What follows belongs to an exercise in optimizing a design on an open flow for small area, a short achievable clock period and few clock cycles; a production flow would make more cautious choices. The RTL was checked by simulation tests, not by an equivalence proof against the original design. The flow treats the clock pin as an ideal source, which a real chip does not have. Power and IR drop assume default switching activity.

**standard.sh**
```bash
#!/bin/bash
# synth_recipe.tcl (not shown) runs the flow's synth.tcl, then flattens the netlist and writes it again
# the make line also repeats each setting of config.mk as NAME=value (left out here)
make -C /OpenROAD-flow-scripts/flow DESIGN_CONFIG=/design/flow/config.mk WORK_HOME=/design/flow/orfs CLKGATE_MAP_FILE= SYNTH_SCRIPT=/design/flow/synth_recipe.tcl "${@:-finish}"
```
**constraint.sdc**
```tcl
create_clock -name core_clock -period 100.0 [get_ports {clk}]
set_input_delay 20.0000 -clock core_clock [delete_from_list [all_inputs] [get_ports {clk}]]
set_output_delay 20.0000 -clock core_clock [all_outputs]
set_load 0.01 [all_outputs]
```
**flow/clock_tree.tcl**
```tcl
# PRE_CTS hook.
# 1. Flip-flops that drive an output port (through its port buffer) get the
#    next drive strength (the output stage only; same cell function).
# 2. A one-level clock tree: the clock port drives four clock buffers; each
#    drives one quarter of the flip-flops (split at the median x, then each
#    half at its median y), placed at the quarter's centre. TritonCTS then
#    finds the clock net already buffered and leaves it alone.
proc my_size_output_flops {} {
  set block [ord::get_db_block]
  foreach bt [$block getBTerms] {
    if {[$bt getIoType] ne "OUTPUT"} continue
    foreach it [[$bt getNet] getITerms] {
      if {![$it isOutputSignal]} continue
      set buf [$it getInst]
      set a [$buf findITerm A]
      if {$a eq "NULL" || [$a getNet] eq "NULL"} continue
      foreach d [[$a getNet] getITerms] {
        if {![$d isOutputSignal]} continue
        set ff [$d getInst]
        if {[regexp {^(sky130_fd_sc_hd__df[a-z]+)_1$} [[$ff getMaster] getName] -> base]} {
          replace_cell [$ff getName] ${base}_2
        }
      }
    }
  }
}
proc my_clock_tree {cell} {
  set block [ord::get_db_block]
  set net [$block findNet clk]
  set pts {}
  foreach it [$net getITerms] {
    set b [[$it getInst] getBBox]
    lappend pts [list $it [expr {([$b xMin]+[$b xMax])/2.0}] [expr {([$b yMin]+[$b yMax])/2.0}]]
  }
  set pts [lsort -real -index 1 $pts]
  set h [expr {[llength $pts] / 2}]
  set groups {}
  foreach half [list [lrange $pts 0 [expr {$h - 1}]] [lrange $pts $h end]] {
    set half [lsort -real -index 2 $half]
    set q [expr {[llength $half] / 2}]
    lappend groups [lrange $half 0 [expr {$q - 1}]] [lrange $half $q end]
  }
  set dbu [$block getDbUnitsPerMicron]
  set k 0
  foreach g $groups {
    set pins {}
    set sx 0; set sy 0
    foreach p $g {
      set it [lindex $p 0]
      lappend pins [get_pins "[[$it getInst] getName]/[[$it getMTerm] getName]"]
      set sx [expr {$sx + [lindex $p 1]}]; set sy [expr {$sy + [lindex $p 2]}]
    }
    set n [llength $g]
    insert_buffer -buffer_cell $cell -net clk -load_pins $pins \
      -location [list [expr {$sx / $n / $dbu}] [expr {$sy / $n / $dbu}]]
    puts "clock buffer $k: $n flip-flops"
    incr k
  }
}
my_size_output_flops
my_clock_tree $::env(FLOW_CLK_CELL)
```
**design.v**
```verilog
module rsub #(parameter W = 8) (
    input  [W-1:0] a,
    input  [W-1:0] b,
    output [W-1:0] d,
    output         ge
);
wire [W:0] c;
assign c[0] = 1'b1;
genvar i;
generate
    for (i = 0; i < W; i = i + 1) begin : bit_
        wire nb = ~b[i];
        assign d[i]   = a[i] ^ nb ^ c[i];
        assign c[i+1] = (a[i] & nb) | (a[i] & c[i]) | (nb & c[i]);
    end
endgenerate
assign ge = c[W];
endmodule
module sqrt(
    input  [8:0]  rd_in,     
    input  [1:0]  yb,        
    input  [8:0]  divisor,   
    input         zero_q,    
    input  [12:0] rs_in,     
    input  [11:0] f_in,      
    output [8:0]  rd_out,
    output [12:0] rs_out,
    output        b          
);
wire [9:0] t1 = {rd_in, yb[1]};
wire [9:0] d1;
wire       q1;
rsub #(10) s1(.a(t1), .b({1'b0, divisor}), .d(d1), .ge(q1));
wire [8:0] r1 = q1 ? d1[8:0] : t1[8:0];
wire [9:0] t2 = {r1, yb[0]};
wire [9:0] d2;
wire       q2;
rsub #(10) s2(.a(t2), .b({1'b0, divisor}), .d(d2), .ge(q2));
assign rd_out = q2 ? d2[8:0] : t2[8:0];
wire [14:0] ts = {rs_in, q1 & ~zero_q, q2 & ~zero_q};
wire [14:0] ds;
rsub #(15) s3(.a(ts), .b({1'b0, f_in, 2'b01}), .d(ds), .ge(b));
assign rs_out = b ? ds[12:0] : ts[12:0];
endmodule
module top(
    input clk,
    input rst,
    input [7:0] in_data,
    input in_valid,
    input storage_reset,
    output [11:0] out_data,
    output out_valid,
    output in_rdy,
    output [1:0] err_data,
    output err_valid
);
reg  [7:0]  xq;
reg         vq;
reg  [24:0] S;
reg  [8:0]  N;
reg  [3:0]  st;         
reg         ov, rdy;
reg  [8:0]  Rd;
reg  [12:0] Rs;
reg  [11:0] F;
always @(posedge clk)
    xq <= in_data;
wire [24:0] Sn;
sqacc U1(.s(S), .x(vq ? xq : 8'd0), .sn(Sn));
wire [8:0]  Nn = N + {8'd0, vq};
wire idle  = (st == 4'd0);
wire rnd   = (st == 4'd13);
wire start = idle & vq & ~in_valid;
wire [3:0] st_next = idle ? {3'd0, start} : (rnd ? 4'd0 : st + 4'd1);
always @(posedge clk or posedge rst) begin
    if (rst) begin
        vq  <= 1'b0;
        S   <= 25'd0;
        N   <= 9'd0;
        st  <= 4'd0;
        ov  <= 1'b0;
        rdy <= 1'b0;
    end else begin
        vq  <= in_valid;
        S   <= storage_reset ? 25'd0 : Sn;
        N   <= storage_reset ? 9'd0 : Nn;
        st  <= st_next;
        ov  <= rnd;
        rdy <= ~in_valid & (idle ? ~vq : rnd);    
    end
end
reg [1:0] yb;
always @(*) begin
    case (st)
        4'd1: yb = S[15:14];
        4'd2: yb = S[13:12];
        4'd3: yb = S[11:10];
        4'd4: yb = S[9:8];
        4'd5: yb = S[7:6];
        4'd6: yb = S[5:4];
        4'd7: yb = S[3:2];
        4'd8: yb = S[1:0];
        default: yb = 2'b00;
    endcase
end
wire [8:0]  rd_out;
wire [12:0] rs_out;
wire        b;
sqrt U0(
    .rd_in  (Rd),
    .yb     (yb),
    .divisor(N),
    .zero_q (rnd),
    .rs_in  (Rs),
    .f_in   (F),
    .rd_out (rd_out),
    .rs_out (rs_out),
    .b      (b)
);
always @(posedge clk) begin
    Rd <= idle ? Sn[24:16] : rd_out;
    Rs <= idle ? 13'd0 : rs_out;
    F  <= idle ? 12'd0 : (rnd ? F + {11'd0, b} : {F[10:0], b});
end
assign out_data  = F;
assign out_valid = ov;
assign in_rdy    = rdy;
assign err_data  = 2'b00;
assign err_valid = 1'b0;
endmodule
module sqacc(input [24:0] s, input [7:0] x, output [24:0] sn);
wire p1 = x[0] & x[1];
wire p2 = x[0] & x[2];
wire p3 = x[0] & x[3];
wire p4 = x[0] & x[4];
wire p5 = x[0] & x[5];
wire p6 = x[0] & x[6];
wire p7 = x[0] & x[7];
wire p8 = x[1] & x[2];
wire p9 = x[1] & x[3];
wire p10 = x[1] & x[4];
wire p11 = x[1] & x[5];
wire p12 = x[1] & x[6];
wire p13 = x[1] & x[7];
wire p14 = x[2] & x[3];
wire p15 = x[2] & x[4];
wire p16 = x[2] & x[5];
wire p17 = x[2] & x[6];
wire p18 = x[2] & x[7];
wire p19 = x[3] & x[4];
wire p20 = x[3] & x[5];
wire p21 = x[3] & x[6];
wire p22 = x[3] & x[7];
wire p23 = x[4] & x[5];
wire p24 = x[4] & x[6];
wire p25 = x[4] & x[7];
wire p26 = x[5] & x[6];
wire p27 = x[5] & x[7];
wire p28 = x[6] & x[7];
wire s29 = s[0] ^ x[0];
wire c30 = s[0] & x[0];
wire s31 = s[1] ^ c30;
wire c32 = s[1] & c30;
wire s33 = s[2] ^ x[1] ^ p1;
wire c34 = (s[2] & x[1]) | (s[2] & p1) | (x[1] & p1);
wire s35 = c32 ^ s33;
wire c36 = c32 & s33;
wire s37 = s[3] ^ p2 ^ c34;
wire c38 = (s[3] & p2) | (s[3] & c34) | (p2 & c34);
wire s39 = c36 ^ s37;
wire c40 = c36 & s37;
wire s41 = s[4] ^ x[2] ^ p3;
wire c42 = (s[4] & x[2]) | (s[4] & p3) | (x[2] & p3);
wire s43 = p8 ^ s41 ^ c38;
wire c44 = (p8 & s41) | (p8 & c38) | (s41 & c38);
wire s45 = c40 ^ s43;
wire c46 = c40 & s43;
wire s47 = s[5] ^ p4 ^ p9;
wire c48 = (s[5] & p4) | (s[5] & p9) | (p4 & p9);
wire s49 = c42 ^ s47 ^ c44;
wire c50 = (c42 & s47) | (c42 & c44) | (s47 & c44);
wire s51 = c46 ^ s49;
wire c52 = c46 & s49;
wire s53 = s[6] ^ x[3] ^ p5;
wire c54 = (s[6] & x[3]) | (s[6] & p5) | (x[3] & p5);
wire s55 = p10 ^ p14 ^ c48;
wire c56 = (p10 & p14) | (p10 & c48) | (p14 & c48);
wire s57 = s53 ^ s55 ^ c50;
wire c58 = (s53 & s55) | (s53 & c50) | (s55 & c50);
wire s59 = c52 ^ s57;
wire c60 = c52 & s57;
wire s61 = s[7] ^ p6 ^ p11;
wire c62 = (s[7] & p6) | (s[7] & p11) | (p6 & p11);
wire s63 = p15 ^ c54 ^ s61;
wire c64 = (p15 & c54) | (p15 & s61) | (c54 & s61);
wire s65 = c56 ^ s63 ^ c58;
wire c66 = (c56 & s63) | (c56 & c58) | (s63 & c58);
wire s67 = c60 ^ s65;
wire c68 = c60 & s65;
wire s69 = s[8] ^ x[4] ^ p7;
wire c70 = (s[8] & x[4]) | (s[8] & p7) | (x[4] & p7);
wire s71 = p12 ^ p16 ^ p19;
wire c72 = (p12 & p16) | (p12 & p19) | (p16 & p19);
wire s73 = c62 ^ s69 ^ s71;
wire c74 = (c62 & s69) | (c62 & s71) | (s69 & s71);
wire s75 = c64 ^ s73 ^ c66;
wire c76 = (c64 & s73) | (c64 & c66) | (s73 & c66);
wire s77 = c68 ^ s75;
wire c78 = c68 & s75;
wire s79 = s[9] ^ p13 ^ p17;
wire c80 = (s[9] & p13) | (s[9] & p17) | (p13 & p17);
wire s81 = p20 ^ c70 ^ c72;
wire c82 = (p20 & c70) | (p20 & c72) | (c70 & c72);
wire s83 = s79 ^ c74 ^ s81;
wire c84 = (s79 & c74) | (s79 & s81) | (c74 & s81);
wire s85 = s83 ^ c76 ^ c78;
wire c86 = (s83 & c76) | (s83 & c78) | (c76 & c78);
wire s87 = s[10] ^ x[5] ^ p18;
wire c88 = (s[10] & x[5]) | (s[10] & p18) | (x[5] & p18);
wire s89 = p21 ^ p23 ^ c80;
wire c90 = (p21 & p23) | (p21 & c80) | (p23 & c80);
wire s91 = s87 ^ c82 ^ s89;
wire c92 = (s87 & c82) | (s87 & s89) | (c82 & s89);
wire s93 = c84 ^ s91 ^ c86;
wire c94 = (c84 & s91) | (c84 & c86) | (s91 & c86);
wire s95 = s[11] ^ p22 ^ p24;
wire c96 = (s[11] & p22) | (s[11] & p24) | (p22 & p24);
wire s97 = c88 ^ s95 ^ c90;
wire c98 = (c88 & s95) | (c88 & c90) | (s95 & c90);
wire s99 = c92 ^ s97 ^ c94;
wire c100 = (c92 & s97) | (c92 & c94) | (s97 & c94);
wire s101 = s[12] ^ x[6] ^ p25;
wire c102 = (s[12] & x[6]) | (s[12] & p25) | (x[6] & p25);
wire s103 = p26 ^ c96 ^ s101;
wire c104 = (p26 & c96) | (p26 & s101) | (c96 & s101);
wire s105 = s103 ^ c98 ^ c100;
wire c106 = (s103 & c98) | (s103 & c100) | (c98 & c100);
wire s107 = s[13] ^ p27 ^ c102;
wire c108 = (s[13] & p27) | (s[13] & c102) | (p27 & c102);
wire s109 = c104 ^ s107 ^ c106;
wire c110 = (c104 & s107) | (c104 & c106) | (s107 & c106);
wire s111 = s[14] ^ x[7] ^ p28;
wire c112 = (s[14] & x[7]) | (s[14] & p28) | (x[7] & p28);
wire s113 = s111 ^ c108 ^ c110;
wire c114 = (s111 & c108) | (s111 & c110) | (c108 & c110);
wire s115 = s[15] ^ c112 ^ c114;
wire c116 = (s[15] & c112) | (s[15] & c114) | (c112 & c114);
wire s117 = s[16] ^ c116;
wire c118 = s[16] & c116;
wire s119 = s[17] ^ c118;
wire c120 = s[17] & c118;
wire s121 = s[18] ^ c120;
wire c122 = s[18] & c120;
wire s123 = s[19] ^ c122;
wire c124 = s[19] & c122;
wire s125 = s[20] ^ c124;
wire c126 = s[20] & c124;
wire s127 = s[21] ^ c126;
wire c128 = s[21] & c126;
wire s129 = s[22] ^ c128;
wire c130 = s[22] & c128;
wire s131 = s[23] ^ c130;
wire c132 = s[23] & c130;
wire s133 = s[24] ^ c132;
wire c134 = s[24] & c132;
assign sn[0] = s29;
assign sn[1] = s31;
assign sn[2] = s35;
assign sn[3] = s39;
assign sn[4] = s45;
assign sn[5] = s51;
assign sn[6] = s59;
assign sn[7] = s67;
assign sn[8] = s77;
assign sn[9] = s85;
assign sn[10] = s93;
assign sn[11] = s99;
assign sn[12] = s105;
assign sn[13] = s109;
assign sn[14] = s113;
assign sn[15] = s115;
assign sn[16] = s117;
assign sn[17] = s119;
assign sn[18] = s121;
assign sn[19] = s123;
assign sn[20] = s125;
assign sn[21] = s127;
assign sn[22] = s129;
assign sn[23] = s131;
assign sn[24] = s133;
endmodule
```
**flow/run.sh**
```bash
#!/bin/bash
# The standard layout (the standard.sh) with three changes:
#  1. after the standard synthesis, flow/fa_polarity.py flips full-adder
#     cells (all inputs and outputs complemented, same function) to remove
#     inverters; the result is used only if Yosys proves it equivalent to
#     the standard netlist (flow/fa_equiv.ys);
#  2. plain buf_1 cells as the port buffers;
#  3. a one-level clock tree built by flow/clock_tree.tcl before CTS
#     (4 clkbuf_16, each driving a quarter of the flip-flops) instead of TritonCTS's H-tree.
#  4. flip-flops that drive output ports get drive strength 2.
# Each tool's output goes to its own log file in this folder.
set -u

export FLOW_CLK_CELL=sky130_fd_sc_hd__clkbuf_16
RES=orfs/results/sky130hd/top/base
bash standard.sh synth > synth.log 2>&1 || exit 1
cp $RES/1_2_yosys.v 1_2_yosys.std.v
if python3 flow/fa_polarity.py 1_2_yosys.std.v 1_2_yosys.fa.v > fa_polarity.log 2>&1 &&
   yosys -l fa_equiv.log -q flow/fa_equiv.ys > /dev/null 2>&1 &&
   grep -q "Equivalence successfully proven" fa_equiv.log; then
  echo "using the full-adder polarity netlist" >> fa_polarity.log
  cp 1_2_yosys.fa.v $RES/1_2_yosys.v
  rm -f $RES/1_synth.odb $RES/1_synth.sdc
else
  echo "keeping the standard netlist" >> fa_polarity.log
fi
bash standard.sh BUFFER_PORTS_ARGS="-buffer_cell sky130_fd_sc_hd__buf_1" \
  PRE_CTS_TCL="$PWD/flow/clock_tree.tcl" finish > standard.log 2>&1
```
**flow/fa_equiv.ys**
```
# Prove the full-adder polarity netlist equivalent to the standard netlist.
read_liberty -ignore_miss_func /OpenROAD-flow-scripts/flow/platforms/sky130hd/lib/sky130_fd_sc_hd__tt_025C_1v80.lib
read_verilog 1_2_yosys.std.v
rename top gold
read_verilog 1_2_yosys.fa.v
rename top gate
flatten
async2sync
rename -hide w:*.*
opt_clean -purge
equiv_make gold gate eq
hierarchy -top eq
equiv_simple -seq 2
equiv_induct
equiv_status -assert
```
**flow/fa_polarity.py**
```python
#!/usr/bin/env python3
"""Remove inverters around full-adder cells in a flat gate-level netlist.

A full adder is self-dual: FA(~a,~b,~c) = (~sum, ~cout). Each fa cell may so
be "flipped" (all its inputs and outputs complemented) without changing the
circuit's function. This script chooses flips that minimise the number of
inverters needed and rewrites the netlist. Only inv_1/clkinv_1 cells whose
nets are internal are rebuilt; every other cell keeps its function.

usage: fa_polarity.py IN.v OUT.v
"""
import re, sys, random

OUTPINS = {"X", "Y", "Q", "Q_N", "SUM", "COUT", "HI", "LO"}
INV = {"sky130_fd_sc_hd__inv_1", "sky130_fd_sc_hd__clkinv_1"}
FA = {"sky130_fd_sc_hd__fa_1", "sky130_fd_sc_hd__fa_2", "sky130_fd_sc_hd__fa_4"}

src = open(sys.argv[1]).read()
inst_re = re.compile(r"^(\s*)(sky130_fd_sc_hd__\w+)\s+(\S+)\s*\((.*?)\);\n", re.S | re.M)
pin_re = re.compile(r"\.(\w+)\(\s*(.*?)\s*\)\s*(?:,|$)", re.S)

insts = []
for m in inst_re.finditer(src):
    pins = [(p, n.strip()) for p, n in pin_re.findall(m.group(4))]
    insts.append({"span": m.span(), "ind": m.group(1), "type": m.group(2),
                  "name": m.group(3), "pins": pins})

hdr = re.search(r"module\s+\w+\s*\((.*?)\);", src, re.S).group(1)
special = set()
for d in re.findall(r"^\s*(?:input|output|inout)\b([^;]*);", src, re.M):
    d = re.sub(r"\[[^\]]*\]", " ", d)
    for t in d.replace(",", " ").split():
        special.add(t)
assign_txt = " ".join(re.findall(r"^\s*assign\s+(.*?);", src, re.M | re.S))

def base(n):
    return re.sub(r"\s*\[\d+\]$", "", n.lstrip("\\").strip())

def is_special(n):
    b = base(n)
    return b in special or (n.strip() in assign_txt) or b in assign_txt

driver = {}
for i, c in enumerate(insts):
    for p, n in c["pins"]:
        if p in OUTPINS:
            driver[n] = (i, p)

# inverters we may rebuild
rebuild = set()
for i, c in enumerate(insts):
    if c["type"] in INV:
        d = dict(c["pins"])
        if not is_special(d["Y"]) and not is_special(d["A"]):
            rebuild.add(i)

def root(n):
    pol = 0
    seen = 0
    while n in driver and driver[n][0] in rebuild and seen < 100:
        i = driver[n][0]
        n = dict(insts[i]["pins"])["A"]
        pol ^= 1
        seen += 1
    return n, pol

fas = [i for i, c in enumerate(insts) if c["type"] in FA]
fa_index = {i: k for k, i in enumerate(fas)}

# consumers: (root, needed polarity, fa index or None)
cons = {}   # root -> list of (pol, fa or None)
for i, c in enumerate(insts):
    if i in rebuild:
        continue
    for p, n in c["pins"]:
        if p in OUTPINS:
            continue
        r, pol = root(n)
        cons.setdefault(r, []).append((pol, fa_index.get(i)))
# nets referenced by ports / assigns with rebuilt-inverter drivers
for n in list(driver):
    if is_special(n) and driver[n][0] in rebuild:
        r, pol = root(n)
        cons.setdefault(r, []).append((pol, None))

# source of each root: fa output?
src_fa = {}
for i in fas:
    for p, n in insts[i]["pins"]:
        if p in ("SUM", "COUT"):
            src_fa[n] = fa_index[i]

def cost(flip):
    tot = 0
    for r, lst in cons.items():
        sp = flip[src_fa[r]] if r in src_fa else 0
        need = set(pol ^ (flip[f] if f is not None else 0) for pol, f in lst)
        if any(q != sp for q in need):
            tot += 1
    return tot

# roots touched by each fa
touch = {k: set() for k in range(len(fas))}
for r, lst in cons.items():
    for pol, f in lst:
        if f is not None:
            touch[f].add(r)
for r, f in src_fa.items():
    touch[f].add(r)

def local_cost(flip, roots):
    tot = 0
    for r in roots:
        lst = cons.get(r, [])
        sp = flip[src_fa[r]] if r in src_fa else 0
        if any((pol ^ (flip[f] if f is not None else 0)) != sp for pol, f in lst):
            tot += 1
    return tot

best = [0] * len(fas)
bestc = cost(best)
start_cost = bestc
rng = random.Random(1)
for restart in range(30):
    flip = best[:] if restart == 0 else [rng.randint(0, 1) for _ in fas]
    improved = True
    while improved:
        improved = False
        for k in range(len(fas)):
            before = local_cost(flip, touch[k])
            flip[k] ^= 1
            after = local_cost(flip, touch[k])
            if after < before:
                improved = True
            else:
                flip[k] ^= 1
    c = cost(flip)
    if c < bestc:
        best, bestc = flip, c
print(f"fa cells {len(fas)}, rebuildable inverters {len(rebuild)}, "
      f"inverters needed: before {start_cost}, after {bestc}", file=sys.stderr)

# rebuild netlist
flip = best
newwires = []
newinsts = []
cnt = [0]
def fmt(n):
    return n + " " if n.startswith("\\") else n

def fresh(prefix):
    cnt[0] += 1
    return f"{prefix}{cnt[0]}_"

pol_net = {}  # (root, pol) -> net name
for r in cons:
    sp = flip[src_fa[r]] if r in src_fa else 0
    pol_net[(r, sp)] = r if sp == 0 else None  # filled below for flipped fa
for r, f in src_fa.items():
    if flip[f]:
        n = fresh("fapn_")
        newwires.append(n)
        pol_net[(r, 1)] = n
        pol_net[(r, 0)] = None

def net_for(r, pol):
    k = (r, pol)
    if pol_net.get(k):
        return pol_net[k]
    other = pol_net.get((r, pol ^ 1))
    if other is None:
        other = r
        pol_net[(r, pol ^ 1)] = r
    if pol == 0 and r in src_fa and flip[src_fa[r]]:
        n = r   # keep the original name for the true polarity
    else:
        n = fresh("fapi_")
        newwires.append(n)
    newinsts.append(("sky130_fd_sc_hd__inv_1", fresh("fapinv_"), [("A", other), ("Y", n)]))
    pol_net[k] = n
    return n

out = []
last = 0
for i, c in enumerate(insts):
    s, e = c["span"]
    out.append(src[last:s])
    last = e
    if i in rebuild:
        d = dict(c["pins"])
        if is_special(d["Y"]):
            r, pol = root(d["Y"])
            out.append(f"{c['ind']}{c['type']} {c['name']} (\n    .A({fmt(net_for(r, pol ^ 1))}),\n    .Y({fmt(d['Y'])})\n  );\n")
            # note: keeps the port-facing inverter, input rebuilt
        continue
    f = fa_index.get(i)
    fl = flip[f] if f is not None else 0
    pins = []
    for p, n in c["pins"]:
        if p in OUTPINS:
            if fl and p in ("SUM", "COUT"):
                n = pol_net[(n, 1)]
            pins.append((p, n))
        else:
            r, pol = root(n)
            pins.append((p, net_for(r, pol ^ fl)))
    body = ",\n".join(f"    .{p}({fmt(n)})" for p, n in pins)
    out.append(f"{c['ind']}{c['type']} {c['name']} (\n{body}\n  );\n")
out.append(src[last:])
txt = "".join(out)
decl = "".join(f"  wire {w};\n" for w in newwires)
body = "".join(f"  {t} {nm} (\n" + ",\n".join(f"    .{p}({fmt(n)})" for p, n in pins) + "\n  );\n"
               for t, nm, pins in newinsts)
k = txt.rfind("endmodule")
txt = txt[:k] + decl + body + txt[k:]
open(sys.argv[2], "w").write(txt)
```
**config.mk**
```make
export PLATFORM = sky130hd
export DESIGN_NAME = top
export DESIGN_NICKNAME = top
export VERILOG_FILES = /design/flow/design.v
export SDC_FILE = /design/flow/constraint.sdc
export NUM_CORES = 4
export LEC_CHECK = 0
export CAP_MARGIN = 20
export CORE_MARGIN = 2
export CORE_UTILIZATION = 40
export SLEW_MARGIN = 20
```
==> impl_summary.txt, run 1 <==
----------------------------------------------------
[Critical path]
  Standard cell with the maximum stage delay on the critical path ... sky130_fd_sc_hd__dfxtp_2
  Largest delay contributor family on the critical path ... flip-flops
  Endpoint kind of the worst setup timing path ... output port
  Crit path kind ... register to output port
  CP Data Arrival Time ... 0.74 ns
  Sort of element at the start of the critical path ... register
  Maximum cell stage delay along the critical path ... approximately 0.42 ns
  Required time at the worst-slack endpoint ... ~80 ns
  Worst-path maximum fanout ... 8
  Count of buffering cells on the critical path with inverters included ... 1
  Series of cell instances along the critical path ... buf_1

[Clock network]
  Clock slew at the register clock pins of the worst setup and hold paths ... ~0.080 ns
  Clock latency at the later pin of the worst-skew pair ... approximately 0.15 ns
  Post-CTS Setup Inserts ... 0
  Number of hold-repair buffers added at the cts stage ... 0
  Post-CTS sizing ... 0

[Pwr]
  Pleak ... between 0.002 and 0.003 uW
  Pwr per Cell Area ... between 20 and 30 nW/um^2
  Peak ir drop on the vdd network ... ~0.014 mV

[Outcome]
  Run status ... complete, no violations

[Routing]
  Wirelength per Cell ... around 14 um
  Detailed Routing Iterations Pass 1 ... 4
  Antenna-violating nets left ... 0
  Routed vias/inst ... 4.96
  Number of remaining DRC errors ... 0
  Total wire length after detailed routing ... about 9600 um
  Via count ... 3,348
  Violation count after the first detailed-route iteration ... around 200

[STA]
  Hold violation count in the final report ... 0
  Min Clock Period, post-route ... around 21 ns
  Clk_skew ... about 0.0088 ns
  Worst-case hold slack ... 0.503 ns
  Final worst path period share ... 0.207
  RSZ-0062 raised after global routing ... false
  Final setup TNS ... 0 ns
  Peak Freq ... 0.0482 GHz
  Number of pins exceeding their max-slew limit in the final report ... 0
  Least-Margin Pin Slew ... ~0.94 ns
  Final setup violating endpoints ... 0
  Normalized max-slew margin ... 0.376

[GRT]
  Total routing usage reported by global routing ... 0.144
  Maximum number of pins on one net before global-route repair ... between 40 and 50
  Wire length of the first global-routing pass ... roughly 17,000 um
  Via count of the first global-routing pass ... approximately 3.4k
  Initial antenna violation count ... 0
  GRT Residual Overflow ... 0

[Job]
  Max-cap check violation count ... 0

[Floorplanning]
  Horizontal die dimension ... around 120 um
  Die boundary height ... 119 um
  Total Die Area ... about 14,000 sq um
  I/O pin count ... 29
  Starting density of the core ... 0.414
  Row cnt ... between 40 and 50
  Core Region ... about 13,000 sq um

[Worst hold path]
  Worst hold-check path type ... register to register

[Finish]
  Number of filler cells placed in the layout ... ~1.3k
  Multi-input logic area ... 3140 sq um
  Sequential cell area ... 1880 sq um
  Layout cell share with drive strength beyond 1 ... 0.0716
  Net count, final ... approximately 600
  Diodes inserted ... 0
  P&R area growth vs syn ... 6.25%

[Logic synthesis]
  Cell area after technology mapping ... ~5300 sq um
  Synthesized area divided by synthesized cell count ... approximately 11 sq um
  Yosys warning total ... 1
  Number of cells produced by synthesis ... slightly below 500

[Placed design]
  Number of input and output port buffers inserted ... 25
  Final HPWL from detailed placement ... between 7000 and 8000 um
  GPL Wtd Cong ... 0.812

----------------------------------------------------
## final timing paths
check                                  from               end  slack, ns  cells past startpoint
max                         F[2]$_SDFF_PP0_       out_data[2]      79.26                      1
min in group asynchronous               rst    N[3]$_DFF_PP0_      20.00                      2
min reg2reg                Rs[7]$_SDFF_PP0_  Rs[9]$_SDFF_PP0_       0.50                      2
max reg2reg                 st[1]$_DFF_PP0_  F[11]$_SDFF_PP0_      84.76                     49
max in group asynchronous               rst     rdy$_DFF_PP0_      79.40                      2
min                        Rs[7]$_SDFF_PP0_  Rs[9]$_SDFF_PP0_       0.50                      2
## through the flow
step,setup WS [ns],power [uW],instance area [sq um],cells,utilization
after floorplan,79.05,110,5270,495,-
after global placement,79.22,124,5480,671,0.431
after detailed placement,79.20,126,5480,671,0.431
after CTS,79.13,139,5600,675,0.440
after global routing,79.19,157,5600,675,0.440
final,79.26,140,5600,675,0.440
## cell usage in the layout (no fill, tap or decap), types with 3 or more instances in the layout
cell / n
sky130_fd_sc_hd__a211oi_1: 12
sky130_fd_sc_hd__a21oi_1: 11
sky130_fd_sc_hd__and2_1: 6
sky130_fd_sc_hd__and3_1: 19
sky130_fd_sc_hd__buf_1: 25
sky130_fd_sc_hd__clkbuf_16: 4
sky130_fd_sc_hd__conb_1: 3
sky130_fd_sc_hd__dfrtp_1: 39
sky130_fd_sc_hd__dfxtp_1: 30
sky130_fd_sc_hd__dfxtp_2: 12
sky130_fd_sc_hd__fa_1: 59
sky130_fd_sc_hd__ha_1: 27
sky130_fd_sc_hd__inv_1: 37
sky130_fd_sc_hd__mux2_2: 8
sky130_fd_sc_hd__mux2i_1: 11
sky130_fd_sc_hd__nand2_1: 42
sky130_fd_sc_hd__nand2b_1: 7
sky130_fd_sc_hd__nand3_1: 9
sky130_fd_sc_hd__nand3b_1: 5
sky130_fd_sc_hd__nand4_1: 3
sky130_fd_sc_hd__nor2_1: 30
sky130_fd_sc_hd__nor2b_1: 28
sky130_fd_sc_hd__nor3_1: 4
sky130_fd_sc_hd__o21ai_0: 22
sky130_fd_sc_hd__o21ai_1: 3
sky130_fd_sc_hd__or3_1: 3
sky130_fd_sc_hd__xnor2_1: 12
sky130_fd_sc_hd__xor2_1: 3
## registers in the layout, summed over array words and instances, names as in the netlist
signal  cells
st          4
S          25
N           9
rdy         1
vq          1
ov          1
xq          8
Rs         13
F          12
Rd          9
## power breakdown
group          leakage [uW]  internal (uW)  switching [uW]  total [uW]
sequential         0.000900           44.7            12.1        56.9
clock             0.0000493           7.30            8.63        15.9
combinational       0.00164           32.3            35.2        67.6
total               0.00258           84.4            56.0         140
## cell type report, without the clock buffers
type | instances | area share
tap | 172 | 0.0385
inverter | 39 | 0.0262
sequential | 83 | 0.337
timing repair buffer | 27 | 0.0195
multi-input combinational | 350 | 0.561
## worst reg2reg max path: cells and delay by family, from the launching register on
kind,cells,cell delay (ns)
compound gates,6,1.01
fa+ha+maj,30,10.56
buf+inv,3,0.20
flops,1,0.70
simple gates,10,2.68
## per-layer routing
| metal | vias to the layer above | part of all wire | GRT usage |
|---|---|---|---|
| li1 | 1649 | - | - |
| met1 | 1667 | 0.49 | 0.221 |
| met2 | 27 | 0.48 | 0.236 |
| met3 | 5 | 0.019 | 0.00434 |
| met4 | 0 | 0.012 | 0.0134 |
| met5 | - | 0 | 0 |
Testbench counts, summed over its fixed seeds: cycles 9,702.
==> inputs of run 2 (changes only) <==
--- a/design.v
+++ b/design.v
@@ -75,19 +75,19 @@
 always @(posedge clk or posedge rst) begin
     if (rst) begin
         vq  <= 1'b0;
-        S   <= 25'd0;
-        N   <= 9'd0;
         st  <= 4'd0;
         ov  <= 1'b0;
         rdy <= 1'b0;
     end else begin
         vq  <= in_valid;
-        S   <= storage_reset ? 25'd0 : Sn;
-        N   <= storage_reset ? 9'd0 : Nn;
         st  <= st_next;
         ov  <= rnd;
         rdy <= ~in_valid & (idle ? ~vq : rnd);    
     end
+end
+always @(posedge clk) begin
+    S <= (rst | storage_reset) ? 25'd0 : Sn;
+    N <= (rst | storage_reset) ? 9'd0 : Nn;
 end
 reg [1:0] yb;
 always @(*) begin
==> flow/run.sh (replaced) <==
#!/bin/bash
# The standard layout (the standard.sh) with these changes:
#  1. after the standard synthesis, flow/fa_polarity.py flips full-adder
#     cells (all inputs and outputs complemented, same function) to remove
#     inverters, and flow/remap.tcl re-maps the remaining combinational
#     logic for area with ABC's area mapper (flip-flops and adders kept).
#     A netlist is used only if Yosys proves it equivalent to the standard
#     netlist (flow/equiv.ys); otherwise the previous one is kept;
#  2. plain buf_1 cells as the port buffers;
#  3. a one-level clock tree built by flow/clock_tree.tcl before CTS
#     (4 clkbuf_16, each driving a quarter of the flip-flops) instead of
#     TritonCTS's H-tree.
# Each tool's output goes to its own log file in this folder.
set -u
export FLOW_CLK_CELL=sky130_fd_sc_hd__clkbuf_16
RES=orfs/results/sky130hd/top/base
bash standard.sh synth > synth.log 2>&1 || exit 1
cp $RES/1_2_yosys.v 1_2_yosys.std.v
use=1_2_yosys.std.v
proven() {  # proven NETLIST LOG
  cp "$1" gate.v
  yosys -l "$2" -q flow/equiv.ys > /dev/null 2>&1 && grep -q "Equivalence successfully proven" "$2"
}
if python3 flow/fa_polarity.py 1_2_yosys.std.v 1_2_yosys.fa.v > fa_polarity.log 2>&1 &&
   proven 1_2_yosys.fa.v equiv_fa.log; then
  use=1_2_yosys.fa.v
  if yosys -l remap.log -q -c flow/remap.tcl > /dev/null 2>&1 &&
     proven 1_2_yosys.remap.v equiv_remap.log; then
    use=1_2_yosys.remap.v
  fi
fi
echo "netlist used: $use" > netlist_used.log
if [ "$use" != 1_2_yosys.std.v ]; then
  cp $use $RES/1_2_yosys.v
  rm -f $RES/1_synth.odb $RES/1_synth.sdc
fi
bash standard.sh BUFFER_PORTS_ARGS="-buffer_cell sky130_fd_sc_hd__buf_1" \
  PRE_CTS_TCL="$PWD/flow/clock_tree.tcl" finish > standard.log 2>&1
==> flow/clock_tree.tcl (replaced) <==
# PRE_CTS hook: a one-level clock tree. The clock port drives four clock
# buffers; each drives one quarter of the flip-flops (split at the median x,
# then each half at its median y), placed at the quarter's centre. TritonCTS
# then finds the clock net already buffered and leaves it alone.
proc my_clock_tree {cell} {
  set block [ord::get_db_block]
  set net [$block findNet clk]
  set pts {}
  foreach it [$net getITerms] {
    set b [[$it getInst] getBBox]
    lappend pts [list $it [expr {([$b xMin]+[$b xMax])/2.0}] [expr {([$b yMin]+[$b yMax])/2.0}]]
  }
  set pts [lsort -real -index 1 $pts]
  set h [expr {[llength $pts] / 2}]
  set groups {}
  foreach half [list [lrange $pts 0 [expr {$h - 1}]] [lrange $pts $h end]] {
    set half [lsort -real -index 2 $half]
    set q [expr {[llength $half] / 2}]
    lappend groups [lrange $half 0 [expr {$q - 1}]] [lrange $half $q end]
  }
  set dbu [$block getDbUnitsPerMicron]
  set k 0
  foreach g $groups {
    set pins {}
    set sx 0; set sy 0
    foreach p $g {
      set it [lindex $p 0]
      lappend pins [get_pins "[[$it getInst] getName]/[[$it getMTerm] getName]"]
      set sx [expr {$sx + [lindex $p 1]}]; set sy [expr {$sy + [lindex $p 2]}]
    }
    set n [llength $g]
    insert_buffer -buffer_cell $cell -net clk -load_pins $pins \
      -location [list [expr {$sx / $n / $dbu}] [expr {$sy / $n / $dbu}]]
    puts "clock buffer $k: $n flip-flops"
    incr k
  }
}
my_clock_tree $::env(FLOW_CLK_CELL)
==> flow/equiv.ys (new file) <==
# Prove the netlist in gate.v equivalent to the standard netlist 1_2_yosys.std.v
# (registers paired by name).
read_liberty -ignore_miss_func /OpenROAD-flow-scripts/flow/platforms/sky130hd/lib/sky130_fd_sc_hd__tt_025C_1v80.lib
read_verilog 1_2_yosys.std.v
rename top gold
read_verilog gate.v
rename top gate
hierarchy -check
check -assert gate
flatten
async2sync
setundef -undriven -anyseq
rename -hide w:*.*
opt_clean -purge
equiv_make gold gate eq
hierarchy -top eq
equiv_simple -seq 2
equiv_induct
equiv_status -assert
==> flow/remap.tcl (new file) <==
# Yosys: re-map the combinational logic of the (full-adder polarity) netlist
# 1_2_yosys.fa.v for area with ABC's area mapper. Flip-flops, full and half
# adders stay as they are (same instances and names); every other cell is
# expanded to its function and mapped again. Writes 1_2_yosys.remap.v.
set lib $::env(FLOW_HOME)/platforms/sky130hd/lib/sky130_fd_sc_hd__tt_025C_1v80.lib
set dont_use {}
set f [open $lib r]
set txt [read $f]
close $f
foreach {m c} [regexp -all -inline {cell\s*\(\s*"?(sky130_fd_sc_hd__\w+)"?\s*\)} $txt] {
  if {[string match *lpflow* $c] || [string match *probe* $c] ||
      [string match sky130_fd_sc_hd__clk* $c] || [string match sky130_fd_sc_hd__dly* $c]} {
    lappend dont_use -dont_use $c
  }
}
yosys read_liberty -ignore_miss_func $lib
yosys read_verilog 1_2_yosys.fa.v
yosys hierarchy -top top
yosys setattr -mod -set keep_hierarchy 1 sky130_fd_sc_hd__fa_1 sky130_fd_sc_hd__ha_1 sky130_fd_sc_hd__df*
yosys flatten
yosys rename -hide w:*.*
yosys opt_clean -purge
yosys abc -liberty $lib {*}$dont_use -script "+strash;dc2;dch,-f;amap;topo"
yosys opt_clean -purge
yosys hilomap -hicell sky130_fd_sc_hd__conb_1 HI -locell sky130_fd_sc_hd__conb_1 LO
yosys splitnets
yosys opt_clean -purge
yosys stat -liberty $lib
yosys select top
yosys write_verilog -noattr -noexpr -nohex -nodec -selected 1_2_yosys.remap.v
removed: flow/fa_equiv.ys
==> run 2 against run 1 <==
Against the previous run: sequential power shrank 12%; global-route usage rose by 0.87 points; power decreased by 12%; worst setup slack got worse by 0.17 ns; clock power is essentially flat; combinational power is 15% lower; routed wire length shrank 0.76%; first-iteration DRC count fell by 22%; area after synthesis fell by 10%; utilization increased by 0.65 points; clock skew decreased by 0.0037 ns; hold slack worse by 0.00083 ns; critical path type is now input port to register; largest cell class unchanged; highest routed layer unchanged.
==> impl_summary.txt, run 2 <==
----------------------------------------------------
[Outcome]
  Run status ... complete, no violations

[Pwr]
  Peak ir drop on the vdd network ... 0.0192 mV (+42%)
  Pleak ... 0.00227 uW (-12%)
  Sequential share of power ... 0.406 (about the same)
  Share of power burned in combinational logic ... 0.464 (-0.017)
  Clock power share ... 0.130 (+0.016)
  Sw power ... 48.7 uW (-13%)
  Switching share of power ... 0.393 (-0.00609)
  Internal Power ... 75.3 uW (-11%)
  Pwr per Cell Area ... 24.2 nW/um^2 (-3.4%)

[Routing]
  Total wire length after detailed routing ... 9510 um (-0.76%)
  Routed vias/inst ... 5.19 (+4.6%)
  Wirelength per Cell ... 14.8 um (+4.2%)
  Antenna-violating nets left ... 0 (unchanged)
  Violation count after the first detailed-route iteration ... 153 (-22%)
  Via count ... 3,337 (-0.33%)
  Detailed Routing Iterations Pass 1 ... 4 (unchanged)
  Number of remaining DRC errors ... 0 (unchanged)

[Critical path]
  CP Data Arrival Time ... 20.97 ns (+20.23 ns)
  Required time at the worst-slack endpoint ... 100.06 ns (+20.06 ns)
  Standard cell with the maximum stage delay on the critical path ... sky130_fd_sc_hd__or2_2
  Count of buffering cells on the critical path with inverters included ... 1 (unchanged)
  Largest delay contributor family on the critical path ... simple AND/OR/NAND/NOR gates
  Sort of element at the start of the critical path ... input port
  Maximum cell stage delay along the critical path ... 0.55 ns (+0.13 ns)
  Endpoint kind of the worst setup timing path ... register
  Series of cell instances along the critical path ... buf_1 > or2_2 > a311oi_1
  Worst-path maximum fanout ... 34 (+26)
  Crit path kind ... input port to register

[GRT]
  Total routing usage reported by global routing ... 0.153 (+0.00869)
  GRT Residual Overflow ... 0 (unchanged)
  Wire length of the first global-routing pass ... 16,300 um (-4.9%)
  Initial antenna violation count ... 0 (unchanged)
  Via count of the first global-routing pass ... 3,430 (-0.23%)
  Maximum number of pins on one net before global-route repair ... 35 (-17%)

[Finish]
  Final standard cell utilization of the core ... 0.446 (+0.00645)
  Register containing the most flip-flops in the final layout ... S
  Multi-input logic area ... 2770 sq um (-12%)
  Biggest registers after layout ... S x25, Rs x13, F x12
  Diodes inserted ... 0 (unchanged)
  Most common cell after layout, fill and taps aside ... sky130_fd_sc_hd__nor2_1
  Layout cell share with drive strength beyond 1 ... 0.0140 (-0.0576)
  Sequential cell area ... 1700 sq um (-10%)
  Net count, final ... 600 (-0.50%)
  Most frequent cells in the layout ... sky130_fd_sc_hd__nor2_1, sky130_fd_sc_hd__dfxtp_1, sky130_fd_sc_hd__inv_1
  Number of filler cells placed in the layout ... 1,111 (-13%)
  P&R area growth vs syn ... 8.20%
  Flip-flop count of the largest register after layout ... 25 (unchanged)

[STA]
  Final worst path period share ... 0.209 (+0.00173)
  Final setup violating endpoints ... 0 (unchanged)
  Hold violation count in the final report ... 0 (unchanged)
  Peak Freq ... 0.0478 GHz (-0.83%)
  Clk_skew ... 0.00511 ns (-0.00371 ns)
  RSZ-0062 raised after global routing ... false
  Least-Margin Pin Slew ... 0.976 ns (+0.0405 ns)
  Number of pins exceeding their max-slew limit in the final report ... 0 (unchanged)
  Final setup TNS ... 0 ns (unchanged)
  Min Clock Period, post-route ... 20.91 ns (+0.173 ns)
  Normalized max-slew margin ... 0.348 (-0.0277)

[Logic synthesis]
  Synthesized area divided by synthesized cell count ... 10.1 sq um (-5.6%)
  Yosys warning total ... 1 (unchanged)
  Number of cells produced by synthesis ... 469 (-4.9%)
  Cell area after technology mapping ... 4730 sq um (-10%)

[Clock network]
  Post-CTS Setup Inserts ... 0 (unchanged)
  Clock slew at the register clock pins of the worst setup and hold paths ... 0.08 ns (about the same)
  Clock latency at the later pin of the worst-skew pair ... 0.15 ns (about the same)
  Post-CTS sizing ... 0 (unchanged)
  Number of hold-repair buffers added at the cts stage ... 0 (unchanged)

[Placed design]
  GPL Wtd Cong ... 0.800 (-1.5%)
  Final HPWL from detailed placement ... 7310 um (-0.26%)
  Number of input and output port buffers inserted ... 25 (unchanged)

[Worst hold path]
  Worst hold-check path type ... register to register

[Floorplanning]
  Die boundary height ... 113 um (-5.1%)
  Core Region ... 11,500 sq um (-9.9%)
  Total Die Area ... 12,700 sq um (-9.9%)
  Row cnt ... 39 (-4.9%)
  Horizontal die dimension ... 113 um (-5.1%)
  Starting density of the core ... 0.412 (-0.00151)
  I/O pin count ... 29 (unchanged)

[Job]
  Max-cap check violation count ... 0 (unchanged)

----------------------------------------------------
==> run 2: cell count changes in the layout (fill, tap and decap cells not counted), sizes merged, moves of 9 or more <==
cell    change
nor2       +47
dfrtp      -34
dfxtp      +34
inv        +30
nand2      -18
and3       -17
o21ai      -14
a221oi     +12
xnor2      -12
mux2i      -11
o22ai       +9
==> run 2: area by class of cell, without the clock buffers <==
cell class | count | share of cell area
well taps | 143 | 0.0350
flip-flops and latches | 83 | 0.332
multi-input cells | 317 | 0.542
inverters | 69 | 0.0506
repair buffers | 27 | 0.0213
==> run 2: worst reg2reg max path: cells and delay by family (launching register included) <==
family          cells  cell delay [ns]
simple gates       15             2.39
buf+inv             8             1.24
flops               1             0.43
fa+ha+maj          30             9.78
compound gates      8             1.13
==> run 2: power groups by stage <==
stage                     combinational (uW)  clock (uW)  sequential, uW
after floorplan                         42.5           0            50.2
after global placement                  55.3           0            50.9
after detailed placement                57.6           0            51.3
after CTS                               57.9        12.2            51.4
after global routing                    67.0        17.4            51.9
final                                   57.6        16.1            50.3
==> run 2: per-layer routing <==
metal,track usage,vias up,wire [um]
met5,0,-,0
li1,-,1626,-
met1,0.216,1662,4580
met4,0.0114,0,55
met2,0.270,43,4560
met3,0.0107,6,308
==> run 2: worst paths after layout <==
path	from	to	slack, ns	depth (start not counted)
setup / recovery	rst	N[7]$_SDFF_PP0_	79.09	3
hold / removal	N[7]$_SDFF_PP0_	N[7]$_SDFF_PP0_	0.50	1
setup reg to reg	st[1]$_DFF_PP0_	F[11]$_SDFF_PP0_	84.88	61
hold reg to reg	N[7]$_SDFF_PP0_	N[7]$_SDFF_PP0_	0.50	1
max in group asynchronous	rst	st[3]$_DFF_PP0_	80.02	2
min in group asynchronous	rst	vq$_DFF_PP0_	19.75	2
==> run 2: stage by stage <==
stage / setup slack (ns) / hold WS [ns] / instances / area (sq um) / total power, uW
after global placement: 78.72 / 0.469 / 639 / 5020 / 106
after global routing: 79.03 / 0.522 / 643 / 5120 / 136
after CTS: 78.90 / 0.488 / 643 / 5120 / 121
after floorplan: 78.79 / 0.455 / 469 / 4730 / 92.7
final: 79.09 / 0.502 / 643 / 5120 / 124
after detailed placement: 78.91 / 0.483 / 639 / 5020 / 109
Testbench counts of run 2, summed over its fixed seeds: cycles 9,702.
==> inputs of run 3 (changes only) <==
--- a/design.v
+++ b/design.v
@@ -75,19 +75,19 @@
 always @(posedge clk or posedge rst) begin
     if (rst) begin
         vq  <= 1'b0;
+        S   <= 25'd0;
+        N   <= 9'd0;
         st  <= 4'd0;
         ov  <= 1'b0;
         rdy <= 1'b0;
     end else begin
         vq  <= in_valid;
+        S   <= storage_reset ? 25'd0 : Sn;
+        N   <= storage_reset ? 9'd0 : Nn;
         st  <= st_next;
         ov  <= rnd;
         rdy <= ~in_valid & (idle ? ~vq : rnd);    
     end
-end
-always @(posedge clk) begin
-    S <= (rst | storage_reset) ? 25'd0 : Sn;
-    N <= (rst | storage_reset) ? 9'd0 : Nn;
 end
 reg [1:0] yb;
 always @(*) begin
==> run 3 against run 2 <==
Against the previous run: flip-flop and latch count did not move; clock skew grew 0.0019 ns; utilization shrank 0.25 points; register-to-register slack worse by 0.52 ns; critical path depth shrank 2; hold slack worse by 0.010 ns; sequential share of layout area is 2.0 points higher.
==> impl_summary.txt, run 3 <==
----------------------------------------------------
[Finish]
  Most common cell after layout, fill and taps aside ... sky130_fd_sc_hd__inv_1
  Number of filler cells placed in the layout ... 1,163 (+4.7%)
  P&R area growth vs syn ... 8.49%
  Net count, final ... 598 (-0.33%)
  Register containing the most flip-flops in the final layout ... S
  Biggest registers after layout ... S x25, Rs x13, F x12
  Flip-flop count of the largest register after layout ... 25 (unchanged)
  Layout cell share with drive strength beyond 1 ... 0.0181 (+0.00407)
  Final standard cell utilization of the core ... 0.444 (-0.00254)
  Most frequent cells in the layout ... sky130_fd_sc_hd__inv_1, sky130_fd_sc_hd__nor2_1, sky130_fd_sc_hd__fa_1
  Layout Cells excl Fill ... 645 (+0.31%)
  Diodes inserted ... 0 (unchanged)
  Post-route cell area ... 5310 sq um (+3.7%)

[Placed design]
  GPL Wtd Cong ... 0.832 (+4.1%)
  DP Area ... 5210 sq um (+3.8%)
  Post-Place Cells ... 641 (+0.31%)
  Number of input and output port buffers inserted ... 25 (unchanged)
  Final HPWL from detailed placement ... 7370 um (+0.90%)

[Logic synthesis]
  Number of cells produced by synthesis ... 464 (-1.1%)
  Cell area after technology mapping ... 4890 sq um (+3.4%)
  Yosys warning total ... 1 (unchanged)
  Synthesized area divided by synthesized cell count ... 10.5 sq um (+4.6%)

[Clock network]
  Number of hold-repair buffers added at the cts stage ... 0 (unchanged)
  Post-CTS Setup Inserts ... 0 (unchanged)
  Clock slew at the register clock pins of the worst setup and hold paths ... 0.09 ns (about the same)
  Post-CTS sizing ... 0 (unchanged)
  Clock latency at the later pin of the worst-skew pair ... 0.15 ns (about the same)

[Critical path]
  Standard cell with the maximum stage delay on the critical path ... sky130_fd_sc_hd__dfxtp_1
  Count of buffering cells on the critical path with inverters included ... 1 (unchanged)
  CP Data Arrival Time ... 0.80 ns (-20.17 ns)
  Endpoint kind of the worst setup timing path ... output port
  Worst-path maximum fanout ... 7 (-79%)
  Sort of element at the start of the critical path ... register
  Series of cell instances along the critical path ... buf_1
  Maximum cell stage delay along the critical path ... 0.47 ns (-0.08 ns)
  Crit path kind ... register to output port
  Largest delay contributor family on the critical path ... flip-flops
  Required time at the worst-slack endpoint ... 80.00 ns (-20.06 ns)

[STA]
  Normalized max-slew margin ... 0.511 (+0.163)
  Final setup TNS ... 0 ns (unchanged)
  Final setup violating endpoints ... 0 (unchanged)
  Number of pins exceeding their max-slew limit in the final report ... 0 (unchanged)
  Final worst path period share ... 0.208 (-0.00110)
  Least-Margin Pin Slew ... 0.732 ns (-0.245 ns)
  Clk_skew ... 0.00706 ns (+0.00195 ns)
  RSZ-0062 raised after global routing ... false
  Peak Freq ... 0.0481 GHz (+0.53%)
  Worst-case hold slack ... 0.492 ns (-0.00998 ns)
  Hold violation count in the final report ... 0 (unchanged)
  Min Clock Period, post-route ... 20.80 ns (-0.110 ns)

[Routing]
  Via count ... 3,386 (+1.5%)
  Violation count after the first detailed-route iteration ... 152 (-0.65%)
  Number of remaining DRC errors ... 0 (unchanged)
  Total wire length after detailed routing ... 9660 um (+1.7%)
  Detailed Routing Iterations Pass 1 ... 4 (unchanged)
  Antenna-violating nets left ... 0 (unchanged)
  Wirelength per Cell ... 15.0 um (+1.4%)
  Routed vias/inst ... 5.25 (+1.2%)

[Pwr]
  Clock power share ... 0.116 (-0.014)
  Sw power ... 55.3 uW (+14%)
  Pwr per Cell Area ... 26.2 nW/um^2 (+7.9%)
  Pleak ... 0.00247 uW (+8.6%)
  Peak ir drop on the vdd network ... 0.00884 mV (-54%)
  Internal Power ... 83.5 uW (+11%)
  Switching share of power ... 0.398 (+0.00554)
  Share of power burned in combinational logic ... 0.500 (+0.036)
  Sequential share of power ... 0.384 (-0.022)

[GRT]
  Wire length of the first global-routing pass ... 17,000 um (+4.4%)
  Via count of the first global-routing pass ... 3,481 (+1.5%)
  GRT Residual Overflow ... 0 (unchanged)
  Initial antenna violation count ... 0 (unchanged)
  Maximum number of pins on one net before global-route repair ... 41 (+17%)
  Total routing usage reported by global routing ... 0.157 (+0.00481)

[Floorplanning]
  I/O pin count ... 29 (unchanged)
  Total Die Area ... 13,100 sq um (+3.3%)
  Row cnt ... 40 (+2.6%)
  Core Region ... 12,000 sq um (+4.3%)
  Starting density of the core ... 0.409 (-0.00344)
  Die boundary height ... 115 um (+1.6%)
  Horizontal die dimension ... 115 um (+1.6%)

[Job]
  Max-cap check violation count ... 0 (unchanged)

[Worst hold path]
  Worst hold-check path type ... register to register

[Outcome]
  Run status ... complete, no violations

----------------------------------------------------
run 3: area by class of cell, without the clock buffers:
type	instances	area (sq um)	area share
well taps	147	184	0.0347
inverters	71	267	0.0502
flip-flops and latches	83	1870	0.352
multi-input cells	310	2760	0.520
repair buffers	30	131	0.0248
run 3: path summary, 6_finish.rpt:
check                                start                to  slack [ns]  depth (start not counted)
setup / recovery           F[9]$_SDFF_PP0_       out_data[9]       79.20                          1
hold / removal              N[7]$_DFF_PP0_    N[8]$_DFF_PP0_        0.49                          1
setup reg to reg           st[1]$_DFF_PP0_  F[11]$_SDFF_PP0_       84.36                         59
hold reg to reg             N[7]$_DFF_PP0_    N[8]$_DFF_PP0_        0.49                          1
max in group asynchronous              rst   S[10]$_DFF_PP0_       79.64                          3
min in group asynchronous              rst      ov$_DFF_PP0_       19.65                          2
run 3: worst register-to-register path, delay by kind of cell, from the launching register on:
family | cells | cell delay (ns)
and+or+nand+nor | 13 | 2.36
AOI/OAI and AO/OA | 8 | 0.95
adders and majority gates | 30 | 10.43
buffers and inverters | 8 | 1.30
DFF | 1 | 0.49
run 3: metrics by stage:
step / setup slack (ns) / total power [uW]
3_5_place_dp: 79.17 / 124
6_report: 79.20 / 139
2_1_floorplan: 79.05 / 106
3_3_place_gp: 79.20 / 121
5_1_grt: 79.13 / 154
4_1_cts: 79.17 / 137
run 3: power by group through the flow:
| stage | clock network [uW] | registers, uW | logic (uW) |
|---|---|---|---|
| detailed placement | 0 | 54.0 | 69.7 |
| global route | 17.9 | 55.0 | 81.5 |
| finish | 16.1 | 53.3 | 69.4 |
| CTS | 12.2 | 54.2 | 70.5 |
| floorplan | 0 | 52.7 | 52.8 |
| global placement | 0 | 53.9 | 67.5 |
run 3: layer usage:
metal  vias up  part of all wire  wire length [um]  track usage
met2        54              0.47              4570        0.263
li1       1624                 -                 -            -
met1      1702              0.49              4750        0.238
met4         0             0.011               102       0.0146
met3         6             0.025               243      0.00635
met5         -                 0                 0            0
Testbench counts of run 3, summed over its fixed seeds: cycles 9,702.
==> inputs of run 4 (changes only) <==
--- a/flow/run.sh
+++ b/flow/run.sh
@@ -3,7 +3,7 @@
 #  1. after the standard synthesis, flow/fa_polarity.py flips full-adder
 #     cells (all inputs and outputs complemented, same function) to remove
 #     inverters, and flow/remap.tcl re-maps the remaining combinational
-#     logic for area with ABC's area mapper (flip-flops and adders kept).
+#     logic for area with ABC's area mapper (flip-flops and full adders kept).
 #     A netlist is used only if Yosys proves it equivalent to the standard
 #     netlist (flow/equiv.ys); otherwise the previous one is kept;
 #  2. plain buf_1 cells as the port buffers;
@@ -21,7 +21,7 @@
   cp "$1" gate.v
   yosys -l "$2" -q flow/equiv.ys > /dev/null 2>&1 && grep -q "Equivalence successfully proven" "$2"
 }
-if python3 flow/fa_polarity.py 1_2_yosys.std.v 1_2_yosys.fa.v > fa_polarity.log 2>&1 &&
+if python3 flow/fa_polarity.py --free-logic 1_2_yosys.std.v 1_2_yosys.fa.v > fa_polarity.log 2>&1 &&
    proven 1_2_yosys.fa.v equiv_fa.log; then
   use=1_2_yosys.fa.v
   if yosys -l remap.log -q -c flow/remap.tcl > /dev/null 2>&1 &&
--- a/flow/fa_polarity.py
+++ b/flow/fa_polarity.py
@@ -7,7 +7,11 @@
 inverters needed and rewrites the netlist. Only inv_1/clkinv_1 cells whose
 nets are internal are rebuilt; every other cell keeps its function.
 
-usage: fa_polarity.py IN.v OUT.v
+With --free-logic, plain logic cells count as taking and giving either
+polarity (the netlist is re-mapped afterwards), so only the polarities at
+full adders, flip-flops, half adders and ports are costed.
+
+usage: fa_polarity.py [--free-logic] IN.v OUT.v
 """
 import re, sys, random
 
@@ -15,6 +19,9 @@
 INV = {"sky130_fd_sc_hd__inv_1", "sky130_fd_sc_hd__clkinv_1"}
 FA = {"sky130_fd_sc_hd__fa_1", "sky130_fd_sc_hd__fa_2", "sky130_fd_sc_hd__fa_4"}
 
+FREE = "--free-logic" in sys.argv
+args = [a for a in sys.argv[1:] if not a.startswith("--")]
+sys.argv = [sys.argv[0]] + args
 src = open(sys.argv[1]).read()
 inst_re = re.compile(r"^(\s*)(sky130_fd_sc_hd__\w+)\s+(\S+)\s*\((.*?)\);\n", re.S | re.M)
 pin_re = re.compile(r"\.(\w+)\(\s*(.*?)\s*\)\s*(?:,|$)", re.S)
@@ -69,6 +76,7 @@
 
 # consumers: (root, needed polarity, fa index or None)
 cons = {}   # root -> list of (pol, fa or None)
+free_cons = {}
 for i, c in enumerate(insts):
     if i in rebuild:
         continue
@@ -76,6 +84,10 @@
         if p in OUTPINS:
             continue
         r, pol = root(n)
+        t = c["type"]
+        if FREE and i not in fa_index and not t.startswith("sky130_fd_sc_hd__df") and not t.startswith("sky130_fd_sc_hd__ha"):
+            free_cons[(r, pol)] = True
+            continue
         cons.setdefault(r, []).append((pol, fa_index.get(i)))
 # nets referenced by ports / assigns with rebuilt-inverter drivers
 for n in list(driver):
@@ -90,14 +102,14 @@
         if p in ("SUM", "COUT"):
             src_fa[n] = fa_index[i]
 
+def is_free_src(r):
+    return FREE and r in driver and driver[r][0] not in rebuild and insts[driver[r][0]]["type"] not in FA \
+        and not insts[driver[r][0]]["type"].startswith("sky130_fd_sc_hd__df") \
+        and not insts[driver[r][0]]["type"].startswith("sky130_fd_sc_hd__ha") \
+        and not insts[driver[r][0]]["type"].startswith("sky130_fd_sc_hd__conb")
+
 def cost(flip):
-    tot = 0
-    for r, lst in cons.items():
-        sp = flip[src_fa[r]] if r in src_fa else 0
-        need = set(pol ^ (flip[f] if f is not None else 0) for pol, f in lst)
-        if any(q != sp for q in need):
-            tot += 1
-    return tot
+    return local_cost(flip, cons.keys())
 
 # roots touched by each fa
 touch = {k: set() for k in range(len(fas))}
@@ -113,6 +125,13 @@
     for r in roots:
         lst = cons.get(r, [])
         sp = flip[src_fa[r]] if r in src_fa else 0
+        if FREE:
+            lst = [(pol, f) for pol, f in lst if f is not None or not free_cons.get((r, pol), False)]
+            if is_free_src(r):
+                need = set(pol ^ (flip[f] if f is not None else 0) for pol, f in lst)
+                if len(need) > 1:
+                    tot += 1
+                continue
         if any((pol ^ (flip[f] if f is not None else 0)) != sp for pol, f in lst):
             tot += 1
     return tot
@@ -165,6 +184,8 @@
 
 def net_for(r, pol):
     k = (r, pol)
+    if (r, 0) not in pol_net and (r, 1) not in pol_net:
+        pol_net[(r, 0)] = r      # a root net carries its own (true) value
     if pol_net.get(k):
         return pol_net[k]
     other = pol_net.get((r, pol ^ 1))
--- a/flow/remap.tcl
+++ b/flow/remap.tcl
@@ -1,6 +1,6 @@
 # Yosys: re-map the combinational logic of the (full-adder polarity) netlist
-# 1_2_yosys.fa.v for area with ABC's area mapper. Flip-flops, full and half
-# adders stay as they are (same instances and names); every other cell is
+# 1_2_yosys.fa.v for area with ABC's area mapper. Flip-flops and full adders
+# stay as they are (same instances and names); every other cell is
 # expanded to its function and mapped again. Writes 1_2_yosys.remap.v.
 set lib $::env(FLOW_HOME)/platforms/sky130hd/lib/sky130_fd_sc_hd__tt_025C_1v80.lib
 set dont_use {}
@@ -16,7 +16,7 @@
 yosys read_liberty -ignore_miss_func $lib
 yosys read_verilog 1_2_yosys.fa.v
 yosys hierarchy -top top
-yosys setattr -mod -set keep_hierarchy 1 sky130_fd_sc_hd__fa_1 sky130_fd_sc_hd__ha_1 sky130_fd_sc_hd__df*
+yosys setattr -mod -set keep_hierarchy 1 sky130_fd_sc_hd__fa_1 sky130_fd_sc_hd__df*
 yosys flatten
 yosys rename -hide w:*.*
 yosys opt_clean -purge
==> run 4 against run 3 <==
Against the previous run: still clean; cell area decreased by 4.0%; global-route usage decreased by 0.29 points; power decreased by 3.1%; clock power about the same; sequential share of layout area increased by 1.5 points; worst setup slack improved by 0.042 ns; largest cell class unchanged.
==> impl_summary.txt, run 4 <==
----------------------------------------------------
[Outcome]
  Run status ... complete, no violations

[Pwr]
  Pwr per Cell Area ... 26.4 nW/um^2 (+1.0%)
  Peak ir drop on the vdd network ... 0.0192 mV (+120%)
  Pleak ... 0.00231 uW (-6.5%)

[STA]
  Final worst path period share ... 0.208 (-0.000424)
  Least-Margin Pin Slew ... 0.994 ns (+0.262 ns)
  Number of pins exceeding their max-slew limit in the final report ... 0 (unchanged)
  Min Clock Period, post-route ... 20.76 ns (-0.0424 ns)
  Normalized max-slew margin ... 0.335 (-0.177)
  RSZ-0062 raised after global routing ... false
  Hold violation count in the final report ... 0 (unchanged)
  Clk_skew ... 0.00825 ns (+0.00119 ns)
  Peak Freq ... 0.0482 GHz (+0.20%)
  Setup WS post-layout ... 79.24 ns (+0.0424 ns)
  Final setup TNS ... 0 ns (unchanged)
  Final setup violating endpoints ... 0 (unchanged)

[Critical path]
  Endpoint kind of the worst setup timing path ... output port
  Maximum cell stage delay along the critical path ... 0.42 ns (-0.05 ns)
  Largest delay contributor family on the critical path ... flip-flops
  Number of cells on the worst reg-to-reg path ... 57 (-3.4%)
  Required time at the worst-slack endpoint ... 80.00 ns (about the same)
  CP Data Arrival Time ... 0.76 ns (-0.04 ns)
  WP depth ... 1 (unchanged)
  Beginning of the worst register-to-register path ... st[1]$_DFF_PP0_
  Slack of the worst reg-to-reg path ... 83.28 ns (-1.08 ns)
  Count of buffering cells on the critical path with inverters included ... 1 (unchanged)
  Sort of element at the start of the critical path ... register
  Standard cell with the maximum stage delay on the critical path ... sky130_fd_sc_hd__dfxtp_1
  Crit path kind ... register to output port
  Worst reg2reg path endpoint ... F[10]$_SDFF_PP0_
  Start point of the critical path ... F[9]$_SDFF_PP0_
  Worst-path maximum fanout ... 5 (-2)
  Series of cell instances along the critical path ... buf_1
  CP Capture Point ... out_data[9]

[Finish]
  P&R area growth vs syn ... 8.76%
  Register containing the most flip-flops in the final layout ... S
  Biggest registers after layout ... S x25, Rs x13, F x12
  Diodes inserted ... 0 (unchanged)
  Most common cell after layout, fill and taps aside ... sky130_fd_sc_hd__nor2_1
  Final standard cell utilization of the core ... 0.446 (+0.00236)
  Flip-flop count of the largest register after layout ... 25 (unchanged)
  Layout Cells excl Fill ... 651 (+0.93%)
  Layout cell share with drive strength beyond 1 ... 0.0177 (-0.000356)
  Net count, final ... 581 (-2.8%)
  Number of filler cells placed in the layout ... 1,122 (-3.5%)
  Most frequent cells in the layout ... sky130_fd_sc_hd__nor2_1, sky130_fd_sc_hd__inv_1, sky130_fd_sc_hd__fa_1

[Logic synthesis]
  Cell area after technology mapping ... 4680 sq um (-4.3%)
  Number of cells produced by synthesis ... 474 (+2.2%)
  Yosys warning total ... 1 (unchanged)
  Synthesized area divided by synthesized cell count ... 9.88 sq um (-6.3%)

[Placed design]
  Post-Place Cells ... 647 (+0.94%)
  GPL Wtd Cong ... 0.874 (+5.1%)
  Pre-CTS WS ... 79.32 ns (+0.149 ns)
  Number of input and output port buffers inserted ... 25 (unchanged)
  Final HPWL from detailed placement ... 7140 um (-3.1%)

[Floorplanning]
  Core Region ... 11,400 sq um (-4.5%)
  Row cnt ... 39 (-2.5%)
  Total Die Area ... 12,600 sq um (-4.1%)
  Horizontal die dimension ... 112 um (-2.1%)
  Die boundary height ... 112 um (-2.1%)
  Starting density of the core ... 0.410 (+0.00115)
  I/O pin count ... 29 (unchanged)

[Worst hold path]
  Number of cells on the worst hold path ... 1 (unchanged)
  Worst hold-check path type ... register to register

[Routing]
  Violation count after the first detailed-route iteration ... 182 (+20%)
  Wirelength per Cell ... 14.2 um (-5.4%)
  Number of remaining DRC errors ... 0 (unchanged)
  Via count ... 3,389 (+0.089%)
  Total wire length after detailed routing ... 9220 um (-4.6%)
  Antenna-violating nets left ... 0 (unchanged)
  Routed vias/inst ... 5.21 (-0.83%)
  DR WL met3 ... 505 um (+110%)
  Post-Route M1 WL ... 4250 um (-11%)
  Highest routing layer actually used ... met4
  Detailed Routing Iterations Pass 1 ... 5 (+1)
  Met2 WL post-DR ... 4290 um (-6.0%)

[Clock network]
  Clock latency at the later pin of the worst-skew pair ... 0.15 ns (about the same)
  Clock slew at the register clock pins of the worst setup and hold paths ... 0.09 ns (about the same)
  Post-CTS sizing ... 0 (unchanged)
  Number of hold-repair buffers added at the cts stage ... 0 (unchanged)
  Post-CTS Setup Inserts ... 0 (unchanged)

[GRT]
  GRT Residual Overflow ... 0 (unchanged)
  Via count of the first global-routing pass ... 3,527 (+1.3%)
  Total routing usage reported by global routing ... 0.155 (-0.00287)
  Maximum number of pins on one net before global-route repair ... 42 (+2.4%)
  Initial antenna violation count ... 0 (unchanged)
  Wire length of the first global-routing pass ... 16,500 um (-3.0%)

[Job]
  Max-cap check violation count ... 0 (unchanged)

----------------------------------------------------
run 4: per-layer routing:
metal,global-route usage,vias to the layer above
met2,0.261,89
met4,0.0236,0
li1,-,1662
met1,0.221,1620
met3,0.0184,18
met5,0,-
run 4: area by class of cell, without the clock buffers:
class | count | area, sq um | share of cell area
inverter | 70 | 263 | 0.0516
multi-input combinational | 321 | 2550 | 0.501
sequential | 83 | 1870 | 0.366
tap | 143 | 179 | 0.0351
timing repair buffer | 30 | 131 | 0.0258
run 4: per-stage QoR:
stage | hold WS [ns] | area, sq um | power (uW)
after floorplan | 0.428 | 4680 | 103
after global placement | 0.452 | 4990 | 117
after detailed placement | 0.463 | 4990 | 120
after CTS | 0.463 | 5090 | 132
after global routing | 0.503 | 5090 | 149
final | 0.469 | 5090 | 135
run 4: worst min path at each step:
stage                        start        endpoint  slack [ns]
CTS                 N[8]$_DFF_PP0_  N[8]$_DFF_PP0_        0.46
global placement    N[8]$_DFF_PP0_  N[8]$_DFF_PP0_        0.45
detailed placement  N[8]$_DFF_PP0_  N[8]$_DFF_PP0_        0.46
global route        N[8]$_DFF_PP0_  N[8]$_DFF_PP0_        0.50
finish              N[8]$_DFF_PP0_  N[8]$_DFF_PP0_        0.47
floorplan           N[8]$_DFF_PP0_  N[8]$_DFF_PP0_        0.43
run 4: power breakdown:
group | switching, uW | internal [uW]
Clock | 8.84 | 7.31
Sequential | 8.27 | 44.2
Combinational | 36.3 | 29.7

port drivers added, routing unchanged:
In the flow no input, the clock included, has a driving cell. The finished layouts below were timed again as built, in two steps.
Step 1, drivers: a clkbuf_16 drives clk and a buf_2 each remaining input, both assumed.
Step 2 moves the port delays by t, midway between the first and last clock arrival at a register: inputs arrive t later, outputs are due t later. That takes back most of the time a late clock gives input paths.
Slacks: no drivers / after step 1 / after step 2; pairs: no drivers / after step 1.
run | t (ns) | slack for setup (ns) | hold slack, ns | worst register clock-pin slew, ns | pins driven straight from the clock port
run 1 | 0.227 | 79.260 / 79.182 / 79.234 | 0.503 / 0.503 / 0.503 | 0.09 / 0.09 | 4
run 2 | 0.232 | 79.087 / 79.086 / 78.916 | 0.502 / 0.502 / 0.502 | 0.09 / 0.09 | 4
run 3 | 0.231 | 79.197 / 79.117 / 79.176 | 0.492 / 0.492 / 0.492 | 0.09 / 0.09 | 4
run 4 | 0.235 | 79.239 / 79.153 / 79.314 | 0.469 / 0.469 / 0.469 | 0.09 / 0.09 | 4
After both steps every run listed still meets setup and hold. The setup slack of run 2, which loses most, moves by -0.001 ns with the drivers and by -0.171 ns with both steps. Setup slack includes reset recovery checks.
